This is an optimization exercise on Yosys and OpenROAD, whose aim is small area, a short achievable clock period and few clock cycles, not a production implementation.
RTL that was checked went through simulation tests only; none was proved equivalent to the original.
Only the layout flow was run in runs 5 to 7; the RTL was not checked for function there.

==> config.mk <==
export PLATFORM = sky130hd
export DESIGN_NAME = taylor_sine
export DESIGN_NICKNAME = taylor_sine
export VERILOG_FILES = /design/flow/design.v
export SDC_FILE = /design/flow/constraint.sdc
export NUM_CORES = 4
export LEC_CHECK = 0
export CAP_MARGIN = 20
export CORE_MARGIN = 2
export CORE_UTILIZATION = 40
export SLEW_MARGIN = 20
==> constraint.sdc <==
create_clock -name core_clock -period 10.0 [get_ports {clock}]
set_input_delay 2.0000 -clock core_clock [delete_from_list [all_inputs] [get_ports {clock}]]
set_output_delay 2.0000 -clock core_clock [all_outputs]
set_load 0.01 [all_outputs]
==> design.v <==
module taylor_sine(
    input clock,
    input reset,
    input start_in,
    input signed [11:0] x_in,
    output reg ready_out,
    output [11:0] sin_out
);
reg armed;
reg [5:1] ph;           
reg [11:0] t, n2, acc;
reg [1:0] m;
reg [5:0] b_one, b_two, b_neg;    
wire idle = ~|ph;
wire go   = idle && armed && start_in;
function in_range(input signed [11:0] v, input signed [11:0] lo, input signed [11:0] hi);
    in_range = (v >= lo) && (v <= hi);
endfunction
wire m3 = in_range(x_in, -12'sd2047, -12'sd1716) | in_range(x_in, 12'sd1449, 12'sd1715);
wire m2 = in_range(x_in, -12'sd1417, -12'sd1415) | (x_in == -12'sd1401) |
          in_range(x_in, -12'sd1399, -12'sd1384) | in_range(x_in, -12'sd1381, -12'sd1302) |
          in_range(x_in, -12'sd1292, -12'sd1290);
wire m1 = in_range(x_in, -12'sd1448, -12'sd1290) | in_range(x_in, 12'sd670, 12'sd1289);
wire [1:0] m_x = m3 ? 2'd3 : m2 ? 2'd2 : m1 ? 2'd1 : 2'd0;
wire [11:0] bnext = (idle | ph[1]) ? x_in : ph[2] ? 12'd171 : ph[3] ? n2 : 12'd51;
reg [5:0] e_one, e_two, e_neg;
reg bm1;
integer i;
always @(*) begin
    for (i = 0; i < 6; i = i + 1) begin
        bm1 = (i == 0) ? 1'b0 : bnext[2*i-1];
        e_one[i] = bnext[2*i] ^ bm1;
        e_two[i] = (bnext[2*i+1] & ~bnext[2*i] & ~bm1) | (~bnext[2*i+1] & bnext[2*i] & bm1);
        e_neg[i] = bnext[2*i+1];
    end
end
reg [21:0] r0, r1, r2, r3, r4, r5, rc, ra, rm;
reg [12:0] v, e;
reg [21:0] pp [0:5];
always @(*) begin
    for (i = 0; i < 6; i = i + 1) begin
        v = b_one[i] ? {t[11], t} : b_two[i] ? {t, 1'b0} : 13'd0;
        e = v ^ {13{b_neg[i]}};
        pp[i] = {9'd0, ~e[12], e[11:0]} << (2*i);
    end
    r0 = pp[0];
    r1 = pp[1] | {21'd0, b_neg[0]};
    r2 = pp[2] | ({21'd0, b_neg[1]} << 2);
    r3 = pp[3] | ({21'd0, b_neg[2]} << 4);
    r4 = pp[4] | ({21'd0, b_neg[3]} << 6);
    r5 = pp[5] | ({21'd0, b_neg[4]} << 8);
    ra = {acc, 10'd0};
    rm = ({20'd0, ~m} + {21'd0, b_neg[5]}) << 10;
    rc = 22'h2aa400;
end
function [43:0] csa(input [21:0] a, input [21:0] b, input [21:0] c);
    csa = {a ^ b ^ c, ((a & b) | (a & c) | (b & c)) << 1};
endfunction
wire [21:0] s1, c1, s2, c2, s3, c3, s4, c4, s5, c5, s6, c6, s7, c7;
assign {s1, c1} = csa(r0, r1, r2);
assign {s2, c2} = csa(r3, r4, r5);
assign {s3, c3} = csa(rc, ra, rm);
assign {s4, c4} = csa(s1, c1, s2);
assign {s5, c5} = csa(c2, s3, c3);
assign {s6, c6} = csa(s4, c4, s5);
assign {s7, c7} = csa(s6, c6, c5);
wire [21:0] prod = s7 + c7;
wire [11:0] res = prod[21:10];
always @(posedge clock) begin
    if (reset) begin
        ready_out <= 1'b0;
        armed <= 1'b1;
        ph <= 5'd0;
    end else begin
        ph <= {ph[4:1], go};
        if (go) begin
            ready_out <= 1'b0;
            armed <= 1'b0;
        end else if (ph[5]) begin
            ready_out <= 1'b1;
        end else if (idle && !start_in) begin
            armed <= 1'b1;
        end
    end
end
always @(posedge clock) begin
    b_one <= e_one;
    b_two <= e_two;
    b_neg <= e_neg;
    if (go) begin
        t   <= x_in;
        acc <= 12'd0;
        m   <= 2'd0;
    end
    if (ph[1]) n2 <= ~res;
    if (ph[1] | ph[2] | ph[3] | ph[4] | ph[5]) t <= res ^ {12{ph[1]}};
    if (ph[4]) begin
        acc <= x_in + t;
        m   <= m_x;
    end
end
assign sin_out = t;
endmodule
==> run.sh <==
#!/bin/bash
# synth_recipe.tcl (not shown) runs the flow's synth.tcl, then flattens the netlist and writes it again
# the make line also repeats each setting of config.mk as NAME=value (left out here)
make -C /OpenROAD-flow-scripts/flow DESIGN_CONFIG=/design/flow/config.mk WORK_HOME=/design/flow/orfs CLKGATE_MAP_FILE= SYNTH_SCRIPT=/design/flow/synth_recipe.tcl finish
==> results of run 1 <==
through the flow:
step	cells	utilization
finish	1072	0.442
global route	1072	0.442
CTS	1072	0.442
detailed placement	1056	0.426
global placement	1056	0.426
floorplan	851	-
how the worst max path moves through the flow:
stage | start | endpoint | slack, ns | cells after the start
finish | b_one[1] | t[10] | 4.10 | 18
global route | b_one[3] | t[10] | 3.69 | 18
CTS | b_one[3] | t[10] | 4.11 | 18
detailed placement | b_one[3] | t[10] | 4.16 | 18
global placement | b_one[3] | t[10] | 4.14 | 16
floorplan | b_neg[3] | t[10] | 4.65 | 18
cell usage after synthesis, drive strengths merged (3+ instances only):
cell type / number
inv: 108
and2: 5
a211oi: 3
xnor2: 58
nand3: 14
edfxtp: 38
nand2: 107
clkbuf: 37
nand2b: 4
ha: 58
a21o: 10
nor2: 34
and3: 7
or3: 6
a21oi: 32
xor2: 43
a22oi: 46
o211ai: 4
fa: 57
o21ai: 71
nor2b: 13
nor3b: 3
nand4: 3
a31oi: 7
nor3: 9
buf: 16
dfxtp: 25
cell type report:
class                   instances  area, sq um  area share
well taps                     229          287      0.0362
multi-input cells             627         5000       0.632
flip-flops and latches         63         1640       0.207
repair buffers                 29          285      0.0361
inverters                     108          405      0.0512
clock buffers                  11          254      0.0321
clock inverters                 5         40.0     0.00506
kinds of logic (layout without fill, tap and decap cells):
group,count (synthesis),count (layout),share of synthesized area
mux,3,3,0.00447
compound gates,195,195,0.169
xor+xnor,101,101,0.122
fa+ha+maj,115,115,0.257
flops,63,63,0.226
buf+inv,161,153,0.0870
simple gates,213,213,0.136
state kept, by name (all words and copies together) (netlist names):
| signal | flops |
|---|---|
| ready_out | 1 |
| armed | 1 |
| b_neg | 6 |
| b_two | 6 |
| b_one | 6 |
| n2 | 12 |
| m | 2 |
| t | 12 |
| acc | 12 |
| ph | 5 |
critical path: cells and delay by family, from the launching register on:
kind                       cells  cell delay, ns
adders and majority gates      5            2.40
AOI/OAI and AO/OA              7            1.42
and+or+nand+nor                3            0.99
DFF                            1            0.51
xor gates and xnor gates       1            0.19
buffers and inverters          2            0.11
routing by layer:
layer,wire [um],up-vias,GRT usage
met5,0,-,0
met4,458,0,0.0665
met2,8790,174,0.317
li1,-,2825,-
met3,1000,27,0.0245
met1,9180,2785,0.305
==> impl_metrics.yaml, run 1 <==
synthesis:
  synth_seq_area_share: 0.226
  synth_warnings: 2
  ys_top_cells_by_area: "fa_1, edfxtp_1, ha_1"
  async_flop_share: 0
  synth_area_per_cell_sq_um: 8.55
  yosysTopAreaCell: "fa_1"
  ys_types: 63
  ys_ff_latch: 63
  synthCells: 851
  synth_fp_nets: 981
  ys.flop_type: "edfxtp_1"
  synth-edff-count: 38
  synth_top_area_frac: 0.157
  netlist_area_sq_mm: 0.00727
clock_network:
  cts.sinks: 63
  clkTransAtPathRegs_ns: 0.06
  cts_tree: "done"
  post_cts_buffers: 0
  cts.repair.resized: 0
  hold_buffers: 0
  numCtsBuffers: 9
  htreeDepth: 3
  root_buffer: "clkbuf_16"
  cts_buffer_depth: 2
  clock_latency_ns: 0.34
timing:
  finalHoldViolations: 0
  hold_slack_ns: 0.514
  setup_tns_ns: 0
  setup_viol_count_final: 0
  clock-skew-final_ns: 0.00582
  min_period_ns: 5.90
  layout_setup_ws_ns: 4.10
  slew_violations: 0
  period_share: 0.590
  rsz0062_at_grt: "no"
  worstMarginPinSlew_ns: 0.927
  max_slew_margin: 0.380
  clock.fmax_mhz: 169
hold_path:
  min_delay_path_depth: 1
  hold_path_class: "reg2reg"
  min_to: "ready_out"
  hold_start: "armed"
detailed_routing:
  drtIter0Drc: 457
  first_pass_iters: 7
  wl_per_cell_um: 18.1
  viasPerCell: 5.42
  route.detailed.drc: 0
  ant_nets: 0
  routed_wl_um: 19400
  via_count: 5811
setup_path:
  crit_path_frequent_cell: "fa_1"
  crit_chain: "nor2b_1 -> a22oi_1 -> xnor2_1 -> fa_1 -> inv_1 -> fa_1 -> fa_1 -> fa_1 -> inv_1 -> ha_1 -> a21oi_1 -> nor3b_1 -> a31oi_1 -> a21oi_1 -> o31a_1 -> or3_1 -> a32o_1 -> a21o_1"
  cp_max_fo: 18
  rrSetupSlack_ns: 4.10
  cp.arrival_ns: 6.00
  crit_path_end_kind: "flop"
  r2r_cells: 18
  crit_type: "reg2reg"
  r2r_start: "b_one[1]"
  cp-start-kind: "flop"
  rr_endpoint: "t[10]"
  worst_path_max_delay_cell: "nor2b_1"
  cpPeakStageDelay_ns: 0.58
  worstPathRequired_ns: 10.10
die:
  die_area_sq_mm: 0.0193
  top_level_ports: 28
  rows: 49
  die_w_um: 139
  core_sq_mm: 0.0179
  die_h_um: 139
  floorplan.initialDensity: 0.406
status:
  outcome: "timing/DRC/antenna clean"
grt:
  grtUsageTotal: 0.207
  grt_pass1_vias: 5697
  antenna_found_initial: 0
  overflow: 0
  grt_pass1_wl_um: 31600
  grt_max_degree: 30
final_layout:
  fillers: 1806
  fin_area_sq_mm: 0.00791
  area_growth_pct: 8.77
  finalNetCount: 968
  diodes: 0
  drive_above_1_share: 0.0332
  final_cell_mix: "nand2_1, inv_1, o21ai_0"
placed_design:
  dp_hpwl_um: 14300
  post_dp_cell_area_sq_mm: 0.00762
  io_buffer_count: 27
  place_ws_ns: 4.16
  routabilityCongestion: 0.874
flow_run:
  maxCapViolCount: 0
Testbench counts, summed over its fixed seeds: cycles 11,192.
==> inputs of run 2 (changes only) <==
--- a/config.mk
+++ b/config.mk
@@ -9,3 +9,4 @@
 export CORE_MARGIN = 2
 export CORE_UTILIZATION = 40
+export SETUP_SLACK_MARGIN = 5
 export SLEW_MARGIN = 20
==> run 2 against run 1 <==
  * Non-clock buffer count rose by 74
  * Worst hold slack worse by 0.0097 ns
  * First-iteration DRC count decreased by 7.0%
  * Still clean on timing, DRC and antenna
  * Via count grew 8.0%
  * Maximum frequency grew 16%
  * Wire length up 13%
  * Global-route usage increased by 1.7 points
==> impl_metrics.yaml, run 2 <==
die:
  die_w_um: 139
  floorplan.initialDensity: 0.406
  top_level_ports: 28
  core_sq_mm: 0.0179
  die_area_sq_mm: 0.0193
  die_h_um: 139
  rows: 49
grt:
  grtUsageTotal: 0.224
  grt_pass1_wl_um: 33900
  grt_pass1_vias: 6100
  grt_max_degree: 30
  overflow: 0
  antenna_found_initial: 0
final_layout:
  area_growth_pct: 26.7
  finalNetCount: 1042
  diodes: 0
  final_common_cell: "nand2_1"
  reg_top3: "acc: 12 flops, n2: 12 flops, t: 12 flops"
  drive_above_1_share: 0.222
  final_cell_mix: "nand2_1, inv_1, buf_4"
timing:
  clock.fmax_mhz: 196
  slew_violations: 0
  min_period_ns: 5.10
  hold_slack_ns: 0.504
  max_slew_margin: 0.412
  clock-skew-final_ns: 0.0144
  finalHoldViolations: 0
  layout_setup_ws_ns: 4.90
  rsz0062_at_grt: "yes"
  setup_tns_ns: 0
  setup_viol_count_final: 0
  period_share: 0.510
  worstMarginPinSlew_ns: 0.878
setup_path:
  crit_chain: "buf_6 -> nand2_2 -> o21ai_2 -> xor2_2 -> fa_1 -> inv_1 -> fa_2 -> fa_1 -> fa_1 -> inv_2 -> ha_4 -> a21oi_4 -> nor3b_2 -> a31oi_4 -> a21oi_4 -> o31a_1 -> or3_1 -> a32o_1 -> a21o_1"
  rr_endpoint: "t[10]"
  worst_path_max_delay_cell: "fa_1"
  r2r_start: "t[11]"
  cp-start-kind: "flop"
  crit_path_end_kind: "flop"
  crit_type: "reg2reg"
  worstPathRequired_ns: 10.09
  r2r_cells: 19
  crit_path_frequent_cell: "fa_1"
  cp_max_fo: 3
  cp.arrival_ns: 5.19
  rrSetupSlack_ns: 4.90
  cpPeakStageDelay_ns: 0.56
detailed_routing:
  via_count: 6277
  route.detailed.drc: 0
  drtIter0Drc: 425
  first_pass_iters: 5
  wl_per_cell_um: 19.2
  viasPerCell: 5.48
  ant_nets: 0
  routed_wl_um: 22000
synthesis:
  netlist_area_sq_mm: 0.00727
  ys_ff_latch: 63
  ys_top_cells_by_area: "fa_1, edfxtp_1, ha_1"
  synth_area_per_cell_sq_um: 8.55
  ys_types: 63
  synthTopCellsByCount: "inv_1, nand2_1, o21ai_0, ha_1, xnor2_1"
  synth_fp_nets: 981
  synth_seq_area_share: 0.226
  synth-edff-count: 38
  synth_top_area_frac: 0.157
  yosysTopAreaCell: "fa_1"
  synth_warnings: 2
  async_flop_share: 0
  ys.flop_type: "edfxtp_1"
  synthCells: 851
clock_network:
  cts_buffer_depth: 2
  clock_latency_ns: 0.34
  htreeDepth: 3
  cts.sinks: 63
  root_buffer: "clkbuf_16"
  hold_buffers: 0
  numCtsBuffers: 9
  clkTransAtPathRegs_ns: 0.06
  cts_tree: "done"
hold_path:
  hold_path_class: "reg2reg"
  hold_start: "armed"
  min_delay_path_depth: 1
  min_to: "ready_out"
placed_design:
  io_buffer_count: 27
  place_ws_ns: 4.32
  dp_hpwl_um: 14400
  routabilityCongestion: 0.851
status:
  outcome: "timing/DRC/antenna clean"
flow_run:
  maxCapViolCount: 0
[run 2: final cells by class]
type	count	area, sq um
sequential	63	1680
clock inverter	6	62.6
inverter	108	405
fill	1635	8680
timing repair buffer	103	997
multi-input combinational	627	5540
tap	229	287
clock buffer	10	250
[run 2: per-layer routing]
| layer | global-route usage | vias up | wire [um] |
|---|---|---|---|
| met5 | 0 | - | 0 |
| li1 | - | 2976 | - |
| met3 | 0.0283 | 36 | 932 |
| met2 | 0.373 | 188 | 10700 |
| met1 | 0.304 | 3077 | 9830 |
| met4 | 0.0728 | 0 | 527 |
[run 2: how the worst max path moves through the flow]
stage                        start  endpoint  cells past startpoint
after floorplan           b_one[5]     t[10]                     16
after CTS                     t[0]     t[10]                     18
after global placement    b_one[5]     t[10]                     17
after global routing          t[5]     t[10]                     19
after detailed placement  b_one[5]     t[10]                     16
final                        t[11]     t[10]                     19
[run 2: worst max-delay path: cells and delay by family, from the launching register on]
family                   cells  cell delay, ns
AO/OA/AOI/OAI                7            1.12
XOR/XNOR                     1            0.16
adder cells (fa/ha/maj)      5            2.30
buffers and inverters        3            0.27
flip-flops                   1            0.50
AND/OR/NAND/NOR              3            0.49
[run 2: cell families (layout without fill, tap and decap cells)]
family,after synthesis,after routing,synth area share
simple gates,213,213,0.136
compound gates,195,195,0.169
buf+inv,161,227,0.0870
fa+ha+maj,115,115,0.257
xor+xnor,101,101,0.122
flops,63,63,0.226
mux,3,3,0.00447
[run 2: what timing repair did]
| item | in CTS | in global routing |
|---|---|---|
| pin swaps | 62 | 30 |
| endpoints found under the setup margin | 22 | 17 |
| cloned | 2 | 0 |
| setup buffers | 66 | 7 |
| resized for setup | 103 | 41 |
[run 2: metrics by stage]
stage / util / cell area, sq um / std cells
after global routing: 0.515 / 9220 / 1146
final: 0.515 / 9220 / 1146
after detailed placement: 0.430 / 7700 / 1055
after floorplan: - / 7440 / 851
after CTS: 0.502 / 8990 / 1139
after global placement: 0.430 / 7700 / 1055
==> inputs of run 3 (changes only) <==
--- a/config.mk
+++ b/config.mk
@@ -9,4 +9,4 @@
 export CORE_MARGIN = 2
 export CORE_UTILIZATION = 40
-export SETUP_SLACK_MARGIN = 5
+export SETUP_SLACK_MARGIN = 4
 export SLEW_MARGIN = 20
==> run 3 against run 2 <==
  * Still clean on timing, DRC and antenna
  * Wire length decreased by 11%
  * Cell area is 12% lower
  * Final cell count shrank 5.3%
  * Global-route usage fell by 1.7 points
  * Worst hold slack better by 0.0046 ns
  * Critical path type unchanged
  * Critical endpoint unchanged
  * Highest routed layer unchanged
==> impl_metrics.yaml, run 3 <==
synthesis:
  synth_top_family_by_area: "adder cells"
  synth_area_per_cell_sq_um: 8.55
  synth_fa_ha_area_frac: 0.257
  synth.area.mux_share: 0.00447
  synthTopCellsByCount: "inv_1, nand2_1, o21ai_0, ha_1, xnor2_1"
  yosysTopAreaCell: "fa_1"
  synth_xor_area_frac: 0.122
  ys.flop_type: "edfxtp_1"
  yosys.area_share.simple: 0.136
  ys_types: 63
  synth-edff-count: 38
  async_flop_share: 0
  synth-compound-area-share: 0.169
  synth_top_area_frac: 0.157
  synth_fp_nets: 981
  synth_warnings: 2
  ys_top_cells_by_area: "fa_1, edfxtp_1, ha_1"
  synth_seq_area_share: 0.226
  ys_ff_latch: 63
  netlist_area_sq_mm: 0.00727
  synthCells: 851
grt:
  grt_pass1_vias: 5697
  grt_pass1_wl_um: 31600
  grtUsageTotal: 0.207
  antenna_found_initial: 0
  overflow: 0
  grt_max_degree: 30
placed_design:
  io_buffer_count: 27
  routabilityCongestion: 0.874
  post_dp_cell_area_sq_mm: 0.00762
  dp_hpwl_um: 14300
final_layout:
  final_cell_mix: "nand2_1, inv_1, o21ai_0"
  drive_above_1_share: 0.0596
  fin_area_sq_mm: 0.00807
  diodes: 0
  reg_top3: "acc: 12 flops, n2: 12 flops, t: 12 flops"
  finalNetCount: 981
  area_growth_pct: 11.0
setup_path:
  startpoint: "t[8]"
  cp-start-kind: "flop"
  worstPathRequired_ns: 10.10
  worst_path_max_delay_cell: "edfxtp_1"
  rr_endpoint: "t[10]"
  cp_num_buf_inv: 2
  r2r_start: "t[8]"
  crit_path_end_kind: "flop"
  crit_type: "reg2reg"
  rrSetupSlack_ns: 4.35
  crit_family: "adder cells"
  crit_chain: "a22oi_1 -> xnor2_1 -> fa_1 -> inv_1 -> fa_1 -> fa_1 -> fa_1 -> inv_1 -> ha_1 -> a21oi_1 -> nor3b_1 -> a31oi_1 -> a21oi_1 -> o31a_1 -> or3_1 -> a32o_1 -> a21o_1"
  cp-endpoint: "t[10]"
  cp_max_fo: 14
  cp.arrival_ns: 5.75
  r2r_cells: 17
  cpPeakStageDelay_ns: 0.82
  crit_path_frequent_cell: "fa_1"
  path_depth: 17
timing:
  finalHoldViolations: 0
  clock-skew-final_ns: 0.00629
  rsz0062_at_grt: "no"
  max_slew_margin: 0.356
  worstMarginPinSlew_ns: 0.962
  min_period_ns: 5.65
  slew_violations: 0
  period_share: 0.565
  setup_tns_ns: 0
  setup_viol_count_final: 0
  clock.fmax_mhz: 177
die:
  floorplan.initialDensity: 0.406
  die_area_sq_mm: 0.0193
  core_sq_mm: 0.0179
  die_w_um: 139
  top_level_ports: 28
  rows: 49
  die_h_um: 139
status:
  outcome: "timing/DRC/antenna clean"
clock_network:
  clock_latency_ns: 0.34
  cts.sinks: 63
  clkTransAtPathRegs_ns: 0.06
  cts_buffer_depth: 2
  cts_tree: "done"
  htreeDepth: 3
  root_buffer: "clkbuf_16"
  numCtsBuffers: 9
detailed_routing:
  via_count: 5867
  ant_nets: 0
  routed_wl_um: 19600
  viasPerCell: 5.41
  first_pass_iters: 6
  drtIter0Drc: 541
  wl_per_cell_um: 18.0
  route.detailed.drc: 0
hold_path:
  hold_path_class: "reg2reg"
flow_run:
  maxCapViolCount: 0
run 3: cell counts after synthesis:
No cell type changed its count.
run 3: stage by stage:
| step | instances | hold WS (ns) | utilization | setup slack [ns] |
|---|---|---|---|---|
| after floorplan | 851 | 0.459 | - | 4.65 |
| after global placement | 1056 | 0.501 | 0.426 | 4.14 |
| after detailed placement | 1056 | 0.500 | 0.426 | 4.16 |
| after CTS | 1072 | 0.512 | 0.442 | 4.11 |
| after global routing | 1085 | 0.523 | 0.451 | 4.00 |
| final | 1085 | 0.509 | 0.451 | 4.35 |
run 3: cell type report:
class                           count  area, sq um
Tap cell                          229          287
Fill cell                        1802         9830
Timing Repair Buffer               42          420
Clock inverter                      5         40.0
Clock buffer                       11          254
Inverter                          108          405
Sequential cell                    63         1650
Multi-Input combinational cell    627         5020
run 3: repair_timing:
| item | in CTS | in global routing |
|---|---|---|
| hold buffers | 0 | 0 |
| setup endpoints to repair | 0 | 7 |
| buffers inserted | 0 | 13 |
| gates resized for setup | 0 | 11 |
run 3: worst min path at each step:
stage / startpoint / endpoint / slack (ns) / depth (start not counted)
floorplan: armed / ready_out / 0.46 / 1
global placement: ready_out / ready_out / 0.50 / 2
detailed placement: armed / ready_out / 0.50 / 1
CTS: armed / ready_out / 0.51 / 1
global route: ready_out / ready_out / 0.52 / 2
finish: armed / ready_out / 0.51 / 1
run 3: routing by layer:
metal	vias up	GRT usage	wire, um
li1	2852	-	-
met1	2790	0.305	9140
met2	195	0.317	8820
met3	30	0.0245	1150
met4	0	0.0665	463
met5	-	0	0
run 3: cells by family (layout without fill, tap and decap cells):
logic type                 Yosys count  in the layout
AOI/OAI and AO/OA                  195            195
DFF                                 63             63
buffers and inverters              161            166
xor gates and xnor gates           101            101
muxes                                3              3
adders and majority gates          115            115
and+or+nand+nor                    213            213
run 3: worst reg2reg max path, stage by stage (launching register included):
cell and delay [ns]:
edfxtp_1 0.82, a22oi_1 0.17, xnor2_1 0.19, fa_1 0.53
inv_1 0.05, fa_1 0.50, fa_1 0.51, fa_1 0.55
inv_1 0.07, ha_1 0.32, a21oi_1 0.19, nor3b_1 0.07
a31oi_1 0.27, a21oi_1 0.14, o31a_1 0.27, or3_1 0.34
a32o_1 0.26, a21o_1 0.15
==> inputs of run 4 (changes only) <==
--- a/config.mk
+++ b/config.mk
@@ -8,5 +8,5 @@
 export CAP_MARGIN = 20
 export CORE_MARGIN = 2
-export CORE_UTILIZATION = 40
+export CORE_UTILIZATION = 60
 export SETUP_SLACK_MARGIN = 4
 export SLEW_MARGIN = 20
==> run 4 against run 3 <==
  * Still clean
  * Synthesized cell count did not move
  * Critical path depth did not move
  * Utilization rose by 23 points
  * Cell area fell by 0.11%
  * Highest routed layer unchanged
==> impl_metrics.yaml, run 4 <==
status:
  outcome: "timing/DRC/antenna clean"
timing:
  worstMarginPinSlew_ns: 0.886
  setup_viol_count_final: 0
  max_slew_margin: 0.408
  layout_setup_ws_ns: 4.30
  clock.fmax_mhz: 175
  rsz0062_at_grt: "no"
  finalHoldViolations: 0
  clock-skew-final_ns: 0.00552
  slew_violations: 0
  min_period_ns: 5.70
  hold_slack_ns: 0.498
  period_share: 0.570
  setup_tns_ns: 0
final_layout:
  diodes: 0
  drive_above_1_share: 0.0662
  fillers: 991
  area_growth_pct: 10.8
  finalNetCount: 986
  final_cells: 1008
  seq_area_sq_mm: 0.00165
  reg_top3: "acc: 12 flops, n2: 12 flops, t: 12 flops"
  multi_input_area_sq_mm: 0.00502
  final_cell_mix: "nand2_1, inv_1, o21ai_0"
synthesis:
  ys_ff_latch: 63
  synthCells: 851
  yosys.area_share.simple: 0.136
  synth_fa_ha_area_frac: 0.257
  synth_top_area_frac: 0.157
  yosysTopAreaCell: "fa_1"
  synth_fp_nets: 981
  synth_top_family_by_area: "adder cells"
  ys_top_cells_by_area: "fa_1, edfxtp_1, ha_1"
  synth.area.mux_share: 0.00447
  async_flop_share: 0
  netlist_area_sq_mm: 0.00727
  ys_types: 63
  synth_xor_area_frac: 0.122
  synth_warnings: 2
  synth_seq_area_share: 0.226
  synth-compound-area-share: 0.169
  ys.flop_type: "edfxtp_1"
  synth-edff-count: 38
  synth_area_per_cell_sq_um: 8.55
  synthTopCellsByCount: "inv_1, nand2_1, o21ai_0, ha_1, xnor2_1"
detailed_routing:
  first_pass_iters: 5
  viasPerCell: 6.01
  via_count: 6062
  wl_per_cell_um: 19.7
  ant_nets: 0
  drtIter0Drc: 630
  routed_wl_um: 19800
  route.detailed.drc: 0
clock_network:
  numCtsBuffers: 9
  cts.sinks: 63
  clkTransAtPathRegs_ns: 0.06
  cts_buffer_depth: 2
  clock_latency_ns: 0.34
  htreeDepth: 3
  cts_tree: "done"
  root_buffer: "clkbuf_16"
  hold_buffers: 0
die:
  die_w_um: 114
  core_sq_mm: 0.0119
  die_h_um: 114
  rows: 40
  floorplan.initialDensity: 0.611
  top_level_ports: 28
  die_area_sq_mm: 0.0130
hold_path:
  min_to: "ready_out"
  hold_start: "ready_out"
  hold_path_class: "reg2reg"
  min_delay_path_depth: 2
flow_run:
  maxCapViolCount: 0
placed_design:
  place_ws_ns: 4.11
  dp_cells: 975
  dp_hpwl_um: 14800
  routabilityCongestion: 0.935
  io_buffer_count: 27
grt:
  grtUsageTotal: 0.321
  antenna_found_initial: 0
  overflow: 0
  grt_pass1_vias: 6062
  grt_pass1_wl_um: 31900
  grt_max_degree: 30
setup_path:
  r2r_cells: 17
  rr_endpoint: "t[10]"
  r2r_start: "t[8]"
  worst_path_max_delay_cell: "edfxtp_1"
  crit_type: "reg2reg"
  cp_max_fo: 14
  crit_family: "adder cells"
  crit_path_frequent_cell: "fa_1"
  cp.arrival_ns: 5.79
  crit_chain: "a22oi_1 -> xnor2_1 -> fa_1 -> inv_1 -> fa_1 -> fa_1 -> fa_1 -> inv_1 -> ha_1 -> a21oi_1 -> nor3b_1 -> a31oi_1 -> a21oi_1 -> o31a_1 -> or3_1 -> a32o_1 -> a21o_1"
  cp-start-kind: "flop"
  worstPathRequired_ns: 10.09
  cp_num_buf_inv: 2
  rrSetupSlack_ns: 4.30
  cpPeakStageDelay_ns: 0.80
  crit_path_end_kind: "flop"
==> run 4: cell count changes in the layout (fill, tap and decap cells not counted), sizes merged <==
cell / delta
buf: +5
bufinv: +2
clkinv: -1
clkinvlp: -1
==> run 4: how the worst max path moves through the flow <==
stage	start	endpoint	slack [ns]	cells past startpoint
after floorplan	b_neg[3]	t[10]	4.65	18
after global placement	b_one[1]	t[10]	4.15	18
after detailed placement	b_one[1]	t[10]	4.11	18
after CTS	b_one[1]	t[10]	4.08	18
after global routing	t[4]	t[10]	4.00	18
final	t[8]	t[10]	4.30	17
==> run 4: through the flow <==
stage,util,instance area [sq um]
finish,0.677,8060
global placement,0.632,7520
detailed placement,0.632,7520
CTS,0.661,7870
global route,0.677,8060
floorplan,-,7270
==> run 4: cells by family after synthesis <==
kind of cell	count (synthesis)
compound gates	195
mux	3
xor+xnor	101
simple gates	213
flops	63
buf+inv	161
fa+ha+maj	115
==> run 4: routing by layer <==
| metal | vias up | share of wire | global-route usage |
|---|---|---|---|
| li1 | 2860 | - | - |
| met1 | 2933 | 0.42 | 0.427 |
| met2 | 235 | 0.49 | 0.524 |
| met3 | 34 | 0.065 | 0.0545 |
| met4 | 0 | 0.026 | 0.128 |
| met5 | - | 0 | 0 |
==> run 4: cell type report <==
class,instances,area share
Inverter,108,0.0503
Clock inverter,5,0.0107
Tap cell,147,0.0228
Multi-Input combinational cell,627,0.622
Clock buffer,11,0.0327
Timing Repair Buffer,47,0.0568
Sequential cell,63,0.204
==> run 4: tightest hold or removal path, delay by kind of cell, from the launching register on <==
| kind | cells | cell delay [ns] |
|---|---|---|
| and+or+nand+nor | 1 | 0.10 |
| AOI/OAI and AO/OA | 1 | 0.05 |
| DFF | 1 | 0.30 |
==> run 4: timing repair <==
action | CTS | global route
setup buffers | 0 | 17
gates resized for setup | 0 | 11
setup endpoints to repair | 0 | 6
==> inputs of run 5 (changes only) <==
--- a/design.v
+++ b/design.v
@@ -10,5 +10,5 @@
 reg [5:1] ph;           
 reg [11:0] t, n2, acc;
-reg [1:0] m;
+reg [1:0] m;            
 reg [5:0] b_one, b_two, b_neg;    
 wire idle = ~|ph;
@@ -35,5 +35,5 @@
     end
 end
-reg [21:0] r0, r1, r2, r3, r4, r5, rc, ra, rm;
+reg [21:0] r0, r1, r2, r3, r4, r5, rn;
 reg [12:0] v, e;
 reg [21:0] pp [0:5];
@@ -44,26 +44,23 @@
         pp[i] = {9'd0, ~e[12], e[11:0]} << (2*i);
     end
-    r0 = pp[0];
+    r0 = {1'b1, 1'b0, 1'b1, 1'b0, 1'b1, 1'b0, 1'b1, ~pp[0][12], ~pp[0][12], ~pp[0][12], pp[0][11:0]};
+    r0[14] = pp[0][12];
     r1 = pp[1] | {21'd0, b_neg[0]};
     r2 = pp[2] | ({21'd0, b_neg[1]} << 2);
     r3 = pp[3] | ({21'd0, b_neg[2]} << 4);
     r4 = pp[4] | ({21'd0, b_neg[3]} << 6);
-    r5 = pp[5] | ({21'd0, b_neg[4]} << 8);
-    ra = {acc, 10'd0};
-    rm = ({20'd0, ~m} + {21'd0, b_neg[5]}) << 10;
-    rc = 22'h2aa400;
+    r5 = pp[5] | {acc, 10'd0} | ({21'd0, b_neg[4]} << 8);
+    rn = {21'd0, b_neg[5]} << 10;
 end
 function [43:0] csa(input [21:0] a, input [21:0] b, input [21:0] c);
     csa = {a ^ b ^ c, ((a & b) | (a & c) | (b & c)) << 1};
 endfunction
-wire [21:0] s1, c1, s2, c2, s3, c3, s4, c4, s5, c5, s6, c6, s7, c7;
+wire [21:0] s1, c1, s2, c2, s3, c3, s4, c4, s5, c5;
 assign {s1, c1} = csa(r0, r1, r2);
 assign {s2, c2} = csa(r3, r4, r5);
-assign {s3, c3} = csa(rc, ra, rm);
-assign {s4, c4} = csa(s1, c1, s2);
-assign {s5, c5} = csa(c2, s3, c3);
-assign {s6, c6} = csa(s4, c4, s5);
-assign {s7, c7} = csa(s6, c6, c5);
-wire [21:0] prod = s7 + c7;
+assign {s3, c3} = csa(s1, c1, s2);
+assign {s4, c4} = csa(c2, rn, s3);
+assign {s5, c5} = csa(s4, c4, c3);
+wire [21:0] prod = s5 + c5;
 wire [11:0] res = prod[21:10];
 always @(posedge clock) begin
@@ -88,14 +85,13 @@
     b_two <= e_two;
     b_neg <= e_neg;
+    m <= m_x;
     if (go) begin
         t   <= x_in;
         acc <= 12'd0;
-        m   <= 2'd0;
     end
     if (ph[1]) n2 <= ~res;
     if (ph[1] | ph[2] | ph[3] | ph[4] | ph[5]) t <= res ^ {12{ph[1]}};
     if (ph[4]) begin
-        acc <= x_in + t;
-        m   <= m_x;
+        acc <= x_in + t - {10'd0, m};
     end
 end
--- a/config.mk
+++ b/config.mk
@@ -8,5 +8,5 @@
 export CAP_MARGIN = 20
 export CORE_MARGIN = 2
-export CORE_UTILIZATION = 60
+export CORE_UTILIZATION = 40
 export SETUP_SLACK_MARGIN = 4
 export SLEW_MARGIN = 20
==> run 5 against run 4 <==
  * Still clean on timing, DRC and antenna
  * Non-clock buffer count is 17 lower
  * Via count decreased by 2.2%
  * Count of clock-buffer cells in the layout rose by 1
  * Clock skew rose by 0.0030 ns
  * Critical path depth up 1
  * Worst setup slack better by 0.069 ns
==> impl_metrics.yaml, run 5 <==
synthesis:
  ys.flop_type: "edfxtp_1"
  ys_top_cells_by_area: "edfxtp_1, fa_1, ha_1"
  synth_xor_area_frac: 0.119
  synth-compound-area-share: 0.185
  synthCells: 874
  synth_fa_ha_area_frac: 0.233
  yosysTopAreaCell: "edfxtp_1"
  async_flop_share: 0
  synth.area.mux_share: 0.00464
  synth_seq_area_share: 0.222
  synth_warnings: 2
  ys_types: 62
  synthTopCellsByCount: "nand2_1, inv_1, xnor2_1, o21ai_0, ha_1"
  ys_ff_latch: 63
  netlist_area_sq_mm: 0.00729
  yosysMostFrequentCell: "nand2_1"
  yosys.area_share.simple: 0.152
  synth_top_area_frac: 0.148
  synth_top_family_by_area: "adder cells"
  synth_fp_nets: 997
  synth-edff-count: 36
  synth_area_per_cell_sq_um: 8.34
clock_network:
  htreeDepth: 3
  clkTransAtPathRegs_ns: 0.06
  cts_buffer_depth: 2
  clock_latency_ns: 0.34
  numCtsBuffers: 9
  cts.repair.resized: 0
  cts_tree: "done"
  hold_buffers: 0
  post_cts_buffers: 0
  cts.sinks: 63
  root_buffer: "clkbuf_16"
detailed_routing:
  drtIter0Drc: 455
  viasPerCell: 5.41
  route.detailed.drc: 0
  via_count: 5927
  ant_nets: 0
  first_pass_iters: 5
  wl_per_cell_um: 17.8
  routed_wl_um: 19500
timing:
  period_share: 0.563
  finalHoldViolations: 0
  max_slew_margin: 0.438
  worstMarginPinSlew_ns: 0.844
  rsz0062_at_grt: "no"
  clock-skew-final_ns: 0.00856
  hold_slack_ns: 0.504
  slew_violations: 0
  min_period_ns: 5.63
  clock.fmax_mhz: 178
  layout_setup_ws_ns: 4.37
  setup_viol_count_final: 0
  setup_tns_ns: 0
setup_path:
  startpoint: "b_one[4]"
  crit_path_end_kind: "flop"
  cp.arrival_ns: 5.71
  cp-start-kind: "flop"
  crit_type: "reg2reg"
  r2r_start: "b_one[4]"
  worstPathRequired_ns: 10.08
  cp_max_fo: 15
final_layout:
  final_common_cell: "nand2_1"
  multi_input_area_sq_mm: 0.00505
  diodes: 0
  area_growth_pct: 9.48
  finalNetCount: 985
  fillers: 1812
  fin_area_sq_mm: 0.00798
  drive_above_1_share: 0.0473
  final_cell_mix: "nand2_1, inv_1, xnor2_1"
  reg_top3: "acc: 12 flops, n2: 12 flops, t: 12 flops"
  seq_area_sq_mm: 0.00162
grt:
  grt_pass1_vias: 5704
  grt_max_degree: 29
  grtUsageTotal: 0.207
  overflow: 0
  grt_pass1_wl_um: 31700
  antenna_found_initial: 0
placed_design:
  post_dp_cell_area_sq_mm: 0.00766
  place_ws_ns: 4.45
  dp_hpwl_um: 14700
  routabilityCongestion: 0.915
  io_buffer_count: 27
hold_path:
  hold_path_class: "reg2reg"
  hold_start: "ready_out"
die:
  die_h_um: 139
  floorplan.initialDensity: 0.407
  die_area_sq_mm: 0.0193
  rows: 49
  top_level_ports: 28
  core_sq_mm: 0.0179
  die_w_um: 139
status:
  outcome: "timing/DRC/antenna clean"
flow_run:
  maxCapViolCount: 0
-- run 5: logic make-up (layout without fill, tap and decap cells) --
kind of cell    Yosys count  after routing
compound gates          206            206
xor+xnor                 98             98
fa+ha+maj               108            108
buf+inv                 161            154
flops                    63             63
mux                       3              3
simple gates            235            235
-- run 5: metal layers --
metal,wire length [um],share of wire,GRT usage,vias up
li1,-,-,-,2939
met1,8750,0.45,0.288,2764
met2,9130,0.47,0.334,197
met3,1210,0.062,0.0283,27
met4,424,0.022,0.0659,0
met5,0,0,0,-
-- run 5: final timing paths --
kind          endpoint  slack (ns)  cells past startpoint
max              t[10]        4.37                     18
min          ready_out        0.50                      2
max reg2reg      t[10]        4.37                     18
min reg2reg  ready_out        0.50                      2
-- run 5: layout make-up --
type / count / share of cell area
clock buffers: 12 / 0.0362
clock inverters: 4 / 0.00376
inverters: 108 / 0.0508
multi-input cells: 650 / 0.633
flip-flops and latches: 63 / 0.203
well taps: 229 / 0.0359
repair buffers: 30 / 0.0367
-- run 5: metrics by stage --
step	util	std cells
6_report	0.446	1096
4_1_cts	0.446	1096
3_5_place_dp	0.428	1080
2_1_floorplan	-	874
5_1_grt	0.446	1096
3_3_place_gp	0.428	1080
-- run 5: critical path, stage by stage (launching register included) --
cell and delay [ns]:
dfxtp_1 0.46, nor2b_1 0.66, a22oi_1 0.18, xnor2_1 0.25
fa_1 0.49, fa_1 0.50, inv_1 0.05, fa_1 0.47
inv_1 0.06, fa_1 0.49, ha_1 0.34, o21ai_0 0.22
a21oi_1 0.11, o221ai_1 0.31, o221ai_2 0.15, a41oi_2 0.23
xor2_1 0.11, a22oi_1 0.18, o21ai_0 0.10
==> inputs of run 6 (changes only) <==
--- a/design.v
+++ b/design.v
@@ -10,17 +10,15 @@
 reg [5:1] ph;           
 reg [11:0] t, n2, acc;
-reg [1:0] m;            
 reg [5:0] b_one, b_two, b_neg;    
 wire idle = ~|ph;
 wire go   = idle && armed && start_in;
-function in_range(input signed [11:0] v, input signed [11:0] lo, input signed [11:0] hi);
-    in_range = (v >= lo) && (v <= hi);
-endfunction
-wire m3 = in_range(x_in, -12'sd2047, -12'sd1716) | in_range(x_in, 12'sd1449, 12'sd1715);
-wire m2 = in_range(x_in, -12'sd1417, -12'sd1415) | (x_in == -12'sd1401) |
-          in_range(x_in, -12'sd1399, -12'sd1384) | in_range(x_in, -12'sd1381, -12'sd1302) |
-          in_range(x_in, -12'sd1292, -12'sd1290);
-wire m1 = in_range(x_in, -12'sd1448, -12'sd1290) | in_range(x_in, 12'sd670, 12'sd1289);
-wire [1:0] m_x = m3 ? 2'd3 : m2 ? 2'd2 : m1 ? 2'd1 : 2'd0;
+wire [10:0] u = ~n2[10:0];
+wire big = (u >= 11'd1624 && u < 11'd1632) || (u >= 11'd1654 && u < 11'd1864) ||
+           (u >= 11'd1868 && u < 11'd1912) || (u >= 11'd1916 && u < 11'd1918) ||
+           (u >= 11'd1954 && u < 11'd1962);
+wire n2_pos = !n2[11] && (n2[10:0] != 11'd0);
+wire m3 = n2_pos && t[11];
+wire m12 = n2[11] && ($signed(t) <= -12'sd49);
+wire [1:0] m = m3 ? 2'd3 : m12 ? (big ? 2'd2 : 2'd1) : 2'd0;
 wire [11:0] bnext = (idle | ph[1]) ? x_in : ph[2] ? 12'd171 : ph[3] ? n2 : 12'd51;
 reg [5:0] e_one, e_two, e_neg;
@@ -85,5 +83,4 @@
     b_two <= e_two;
     b_neg <= e_neg;
-    m <= m_x;
     if (go) begin
         t   <= x_in;
==> run 6 against run 5 <==
  * Still clean on timing, DRC and antenna
  * Count of clock-buffer cells in the layout down 2
  * Synthesized area down 5.7%
  * Critical path type unchanged
  * Critical endpoint is now t[7]
==> impl_metrics.yaml, run 6 <==
hold_path:
  hold_start: "armed"
  hold_path_class: "reg2reg"
die:
  floorplan.initialDensity: 0.412
  die_area_sq_mm: 0.0182
  core_sq_mm: 0.0167
  rows: 47
  top_level_ports: 28
  die_h_um: 135
  die_w_um: 135
setup_path:
  cp-endpoint: "t[7]"
  cp-start-kind: "flop"
  cp.arrival_ns: 5.71
  r2r_cells: 19
  startpoint: "b_one[3]"
  cp_max_fo: 14
  worstPathRequired_ns: 10.06
  rrSetupSlack_ns: 4.34
  rr_endpoint: "t[7]"
  r2r_start: "b_one[3]"
  crit_type: "reg2reg"
  crit_path_end_kind: "flop"
grt:
  antenna_found_initial: 0
  overflow: 0
  grt_pass1_vias: 5117
  grt_max_degree: 30
  grt_pass1_wl_um: 28700
  grtUsageTotal: 0.208
synthesis:
  synth_warnings: 2
  synth_fp_nets: 913
  yosysTopAreaCell: "edfxtp_1"
  synth_area_per_cell_sq_um: 8.70
  ys_ff_latch: 61
  yosysMostFrequentCell: "inv_1"
  synth_seq_area_share: 0.230
  ys_types: 60
  ys_top_cells_by_area: "edfxtp_1, fa_1, ha_1"
  synth_top_area_frac: 0.157
  synthCells: 790
  netlist_area_sq_mm: 0.00687
  synthTopCellsByCount: "inv_1, nand2_1, xnor2_1, ha_1, o21ai_0"
  async_flop_share: 0
  synth-edff-count: 36
  ys.flop_type: "edfxtp_1"
timing:
  max_slew_margin: 0.467
  min_period_ns: 5.66
  rsz0062_at_grt: "no"
  setup_tns_ns: 0
  period_share: 0.566
  clock-skew-final_ns: 0.00950
  worstMarginPinSlew_ns: 0.798
  slew_violations: 0
  finalHoldViolations: 0
  clock.fmax_mhz: 177
  setup_viol_count_final: 0
detailed_routing:
  ant_nets: 0
  viasPerCell: 5.31
  routed_wl_um: 18000
  wl_per_cell_um: 17.7
  drtIter0Drc: 447
  first_pass_iters: 6
  via_count: 5374
  route.detailed.drc: 0
clock_network:
  numCtsBuffers: 9
  hold_buffers: 0
  cts_buffer_depth: 2
  post_cts_buffers: 0
  cts.sinks: 61
  clkTransAtPathRegs_ns: 0.06
  htreeDepth: 3
  root_buffer: "clkbuf_16"
  cts_tree: "done"
  cts.repair.resized: 0
  clock_latency_ns: 0.34
final_layout:
  area_growth_pct: 9.83
  final_cell_mix: "inv_1, nand2_1, xnor2_1"
  diodes: 0
  finalNetCount: 911
  fillers: 1632
  final_common_cell: "inv_1"
  drive_above_1_share: 0.0416
  reg_top3: "acc: 12 flops, n2: 12 flops, t: 12 flops"
placed_design:
  routabilityCongestion: 0.960
  io_buffer_count: 27
  dp_hpwl_um: 13800
flow_run:
  maxCapViolCount: 0
status:
  outcome: "timing/DRC/antenna clean"
run 6: worst min path at each step:
stage,end,slack (ns),cells past startpoint
finish,ph[1],0.51,2
global placement,ready_out,0.49,1
CTS,ready_out,0.51,1
detailed placement,ready_out,0.49,1
floorplan,ready_out,0.46,1
global route,ready_out,0.53,1
run 6: area by class of cell:
type                            count  area [sq um]  area share
Clock buffer                       10           229      0.0303
Clock inverter                      6          63.8     0.00845
Inverter                          100           375      0.0497
Sequential cell                    61          1580       0.209
Tap cell                          220           275      0.0365
Multi-Input combinational cell    586          4730       0.627
Timing Repair Buffer               30           293      0.0388
run 6: logic make-up after synthesis:
kind of cell / count (synthesis) / synth area share
xor gates and xnor gates: 104 / 0.133
adders and majority gates: 108 / 0.247
buffers and inverters: 143 / 0.0815
and+or+nand+nor: 190 / 0.133
muxes: 2 / 0.00328
AOI/OAI and AO/OA: 182 / 0.173
DFF: 61 / 0.230
run 6: per-stage QoR:
stage / area [sq um] / setup WS [ns] / hold slack (ns) / instances / util
6_report: 7550 / 4.34 / 0.505 / 1013 / 0.452
3_5_place_dp: 7260 / 4.46 / 0.489 / 997 / 0.435
3_3_place_gp: 7260 / 4.51 / 0.489 / 997 / 0.435
5_1_grt: 7550 / 4.04 / 0.535 / 1013 / 0.452
4_1_cts: 7550 / 4.44 / 0.508 / 1013 / 0.452
2_1_floorplan: 6870 / 4.82 / 0.459 / 790 / -
run 6: worst max-delay path, stage by stage, from the launching register on:
cell and delay [ns]:
dfxtp_1 0.43, nor2b_1 0.61, a22oi_1 0.17, xnor2_1 0.20, fa_1 0.56, fa_1 0.50, inv_1 0.05, fa_1 0.47
inv_1 0.05, fa_1 0.48, ha_1 0.33, nor2_1 0.15, nor2b_1 0.07, a211oi_1 0.29, nor2_1 0.09, o21ai_1 0.29
o21bai_1 0.14, xnor2_1 0.20, a22oi_1 0.18, o21ai_0 0.12
run 6: per-layer routing:
metal  vias to the layer above  share of wire  wire length [um]  track usage
met2                       175           0.44              7890        0.318
met5                         -              0                 0            0
met3                        15          0.060              1080       0.0248
li1                       2658              -                 -            -
met4                         0          0.016               284       0.0544
met1                      2526           0.48              8690        0.311
==> inputs of run 7 (changes only) <==
--- a/design.v
+++ b/design.v
@@ -83,13 +83,8 @@
     b_two <= e_two;
     b_neg <= e_neg;
-    if (go) begin
-        t   <= x_in;
-        acc <= 12'd0;
-    end
+    acc <= ph[4] ? x_in + t - {10'd0, m} : 12'd0;
+    if (go) t <= x_in;
     if (ph[1]) n2 <= ~res;
     if (ph[1] | ph[2] | ph[3] | ph[4] | ph[5]) t <= res ^ {12{ph[1]}};
-    if (ph[4]) begin
-        acc <= x_in + t - {10'd0, m};
-    end
 end
 assign sin_out = t;
--- a/config.mk
+++ b/config.mk
@@ -8,5 +8,6 @@
 export CAP_MARGIN = 20
 export CORE_MARGIN = 2
-export CORE_UTILIZATION = 40
+export CORE_UTILIZATION = 65
+export CTS_BUF_LIST = sky130_fd_sc_hd__clkbuf_4
 export SETUP_SLACK_MARGIN = 4
 export SLEW_MARGIN = 20
==> run 7 against run 6 <==
  * Clock skew up 0.013 ns
  * Count of clock-buffer cells in the layout unchanged
  * Still clean
  * Sequential share of layout area down 1.2 points
  * Via count up 10%
  * Non-clock buffer count up 21
  * Critical endpoint is now t[10]
  * Sequential cell count unchanged
  * Cell area down 1.5%
  * Die area down 38%
  * Synthesized cell count up 3.4%
==> impl_metrics.yaml, run 7 <==
grt:
  grt_pass1_wl_um: 29200
  grt_max_degree: 28
  overflow: 0
  antenna_found_initial: 0
  grt_pass1_vias: 5740
  grtUsageTotal: 0.336
final_layout:
  final_cell_mix: "nand2_1, inv_1, xnor2_1"
  final_common_cell: "nand2_1"
  fin_area_sq_mm: 0.00744
  fin_util: 0.727
  drive_above_1_share: 0.0699
  finalNetCount: 962
  area_growth_pct: 9.91
  reg_top3: "acc: 12 flops, n2: 12 flops, t: 12 flops"
  diodes: 0
clock_network:
  htreeDepth: 3
  numCtsBuffers: 9
  root_buffer: "clkbuf_4"
  cts_buffer_depth: 2
  hold_buffers: 0
  cts_tree: "done"
  clkTransAtPathRegs_ns: 0.12
  clock_latency_ns: 0.45
  cts.sinks: 61
setup_path:
  crit_path_frequent_cell: "fa_1"
  cp_max_fo: 7
  crit_path_end_kind: "flop"
  worstPathRequired_ns: 10.19
  cp.arrival_ns: 5.85
  crit_family: "adder cells"
  cp-start-kind: "flop"
  crit_type: "reg2reg"
  worst_path_max_delay_cell: "fa_1"
  crit_chain: "nor2b_1 -> a22oi_1 -> xnor2_1 -> fa_1 -> fa_1 -> inv_1 -> fa_1 -> inv_1 -> fa_1 -> ha_1 -> a21oi_1 -> nand2_1 -> o22ai_1 -> o2111ai_2 -> nor3b_1 -> or4_1 -> a32oi_1 -> o21ai_1"
  cp_num_buf_inv: 2
  cpPeakStageDelay_ns: 0.55
timing:
  setup_viol_count_final: 0
  period_share: 0.566
  clock.fmax_mhz: 177
  clock-skew-final_ns: 0.0226
  rsz0062_at_grt: "no"
  max_slew_margin: 0.273
  worstMarginPinSlew_ns: 1.09
  finalHoldViolations: 0
  min_period_ns: 5.66
  setup_tns_ns: 0
  slew_violations: 0
synthesis:
  async_flop_share: 0
  synth_area_per_cell_sq_um: 8.28
  ys.flop_type: "dfxtp_1"
  netlist_area_sq_mm: 0.00677
  synth-edff-count: 24
  ys_ff_latch: 61
  synth_fp_nets: 940
  synth_top_area_frac: 0.136
  synthTopCellsByCount: "nand2_1, inv_1, xnor2_1, ha_1, o21ai_0"
  synth_warnings: 2
  synthCells: 817
  yosysTopAreaCell: "fa_1"
  yosysMostFrequentCell: "nand2_1"
  synth_seq_area_share: 0.216
  ys_types: 57
  ys_top_cells_by_area: "fa_1, ha_1, dfxtp_1"
status:
  outcome: "timing/DRC/antenna clean"
detailed_routing:
  viasPerCell: 6.04
  drtIter0Drc: 541
  via_count: 5921
  first_pass_iters: 5
  route.detailed.drc: 0
  routed_wl_um: 18100
  wl_per_cell_um: 18.5
  ant_nets: 0
die:
  top_level_ports: 28
  die_area_sq_mm: 0.0112
  core_sq_mm: 0.0102
  rows: 37
  floorplan.initialDensity: 0.661
  die_h_um: 106
  die_w_um: 106
placed_design:
  post_dp_cell_area_sq_mm: 0.00708
  routabilityCongestion: 0.960
  dp_hpwl_um: 13700
  io_buffer_count: 27
hold_path:
  hold_path_class: "reg2reg"
flow_run:
  maxCapViolCount: 0
==> run 7: cell count changes in the layout (fill, tap and decap cells not counted), sizes merged, moves of 4 or more <==
cell and change:
a22oi -17, buf +21, edfxtp -12, dfxtp +12, nand3 +5, nand2 +27
o21ai +5, o211ai +4, nor2b -5, a21oi +9
==> run 7: timing repair <==
action / in CTS / in global routing
setup buffers: 0 / 21
endpoints found under the setup margin: 0 / 3
resized for setup: 0 / 8
==> run 7: final timing paths <==
| path | slack (ns) | end | from | cells past startpoint |
|---|---|---|---|---|
| max | 4.34 | t[10] | b_two[3] | 18 |
| min | 0.48 | ph[1] | armed | 2 |
| max reg2reg | 4.34 | t[10] | b_two[3] | 18 |
| min reg2reg | 0.48 | ph[1] | armed | 2 |
==> run 7: area by class of cell <==
cell class	instances	area [sq um]
Multi-Input combinational cell	613	4770
Fill cell	825	2790
Inverter	103	387
Clock buffer	10	75.1
Tap cell	136	170
Timing Repair Buffer	51	500
Clock inverter	6	65.1
Sequential cell	61	1470
==> run 7: kinds of logic after synthesis <==
kind of cell,synth area share
buf+inv,0.0795
flops,0.216
fa+ha+maj,0.251
simple gates,0.154
compound gates,0.161
mux,0.00943
xor+xnor,0.129
==> run 7: worst min-delay path, cell delays in order, from the launching register on <==
cell and delay (ns):
dfxtp_1 0.34, nand2_1 0.07, nor4_1 0.04
==> run 7: layer usage <==
metal  up-vias  share of wire  GRT usage
met5         -              0          0
met4         0          0.036      0.123
met3        62          0.077     0.0601
met2       280           0.49      0.581
met1      2815           0.39      0.421
li1       2764              -          -
==> run 7: stage by stage <==
stage               hold slack (ns)  setup slack, ns  instances
floorplan                     0.436             4.55        817
finish                        0.484             4.34        980
detailed placement            0.472             4.24        943
global route                  0.514             4.00        980
CTS                           0.489             4.22        959
global placement              0.459             4.40        943

re-timing with driven ports:
Ports are ideal in the flow. The routed layouts listed here were re-timed in OpenROAD. Step 1 sets driving cells, clkbuf_16 on the clock port and buf_2 on the other inputs (assumed; they add their load-dependent delay and slew). Step 2 moves the port delays by t, midway between the first and last clock arrival at a register: inputs arrive t later, outputs are due t later. That takes back most of the time a late clock gives input paths. Three values: ideal, step 1, step 2; two values: the first two.
run	t (ns)	setup WS [ns]	worst hold slack (ns)	cell pins on the clock port's net
run 1	0.369	4.098 / 4.098 / 4.098	0.514 / 0.514 / 0.514	1
run 2	0.371	4.901 / 4.901 / 4.901	0.504 / 0.504 / 0.504	1
run 3	0.369	4.348 / 4.348 / 4.348	0.509 / 0.509 / 0.509	1
run 4	0.370	4.301 / 4.301 / 4.301	0.498 / 0.498 / 0.498	1
run 5	0.373	4.371 / 4.371 / 4.371	0.504 / 0.504 / 0.504	1
run 6	0.373	4.344 / 4.344 / 4.344	0.505 / 0.505 / 0.505	1
run 7	0.464	4.337 / 4.337 / 4.337	0.484 / 0.484 / 0.484	1
After both steps every run listed still meets setup and hold.
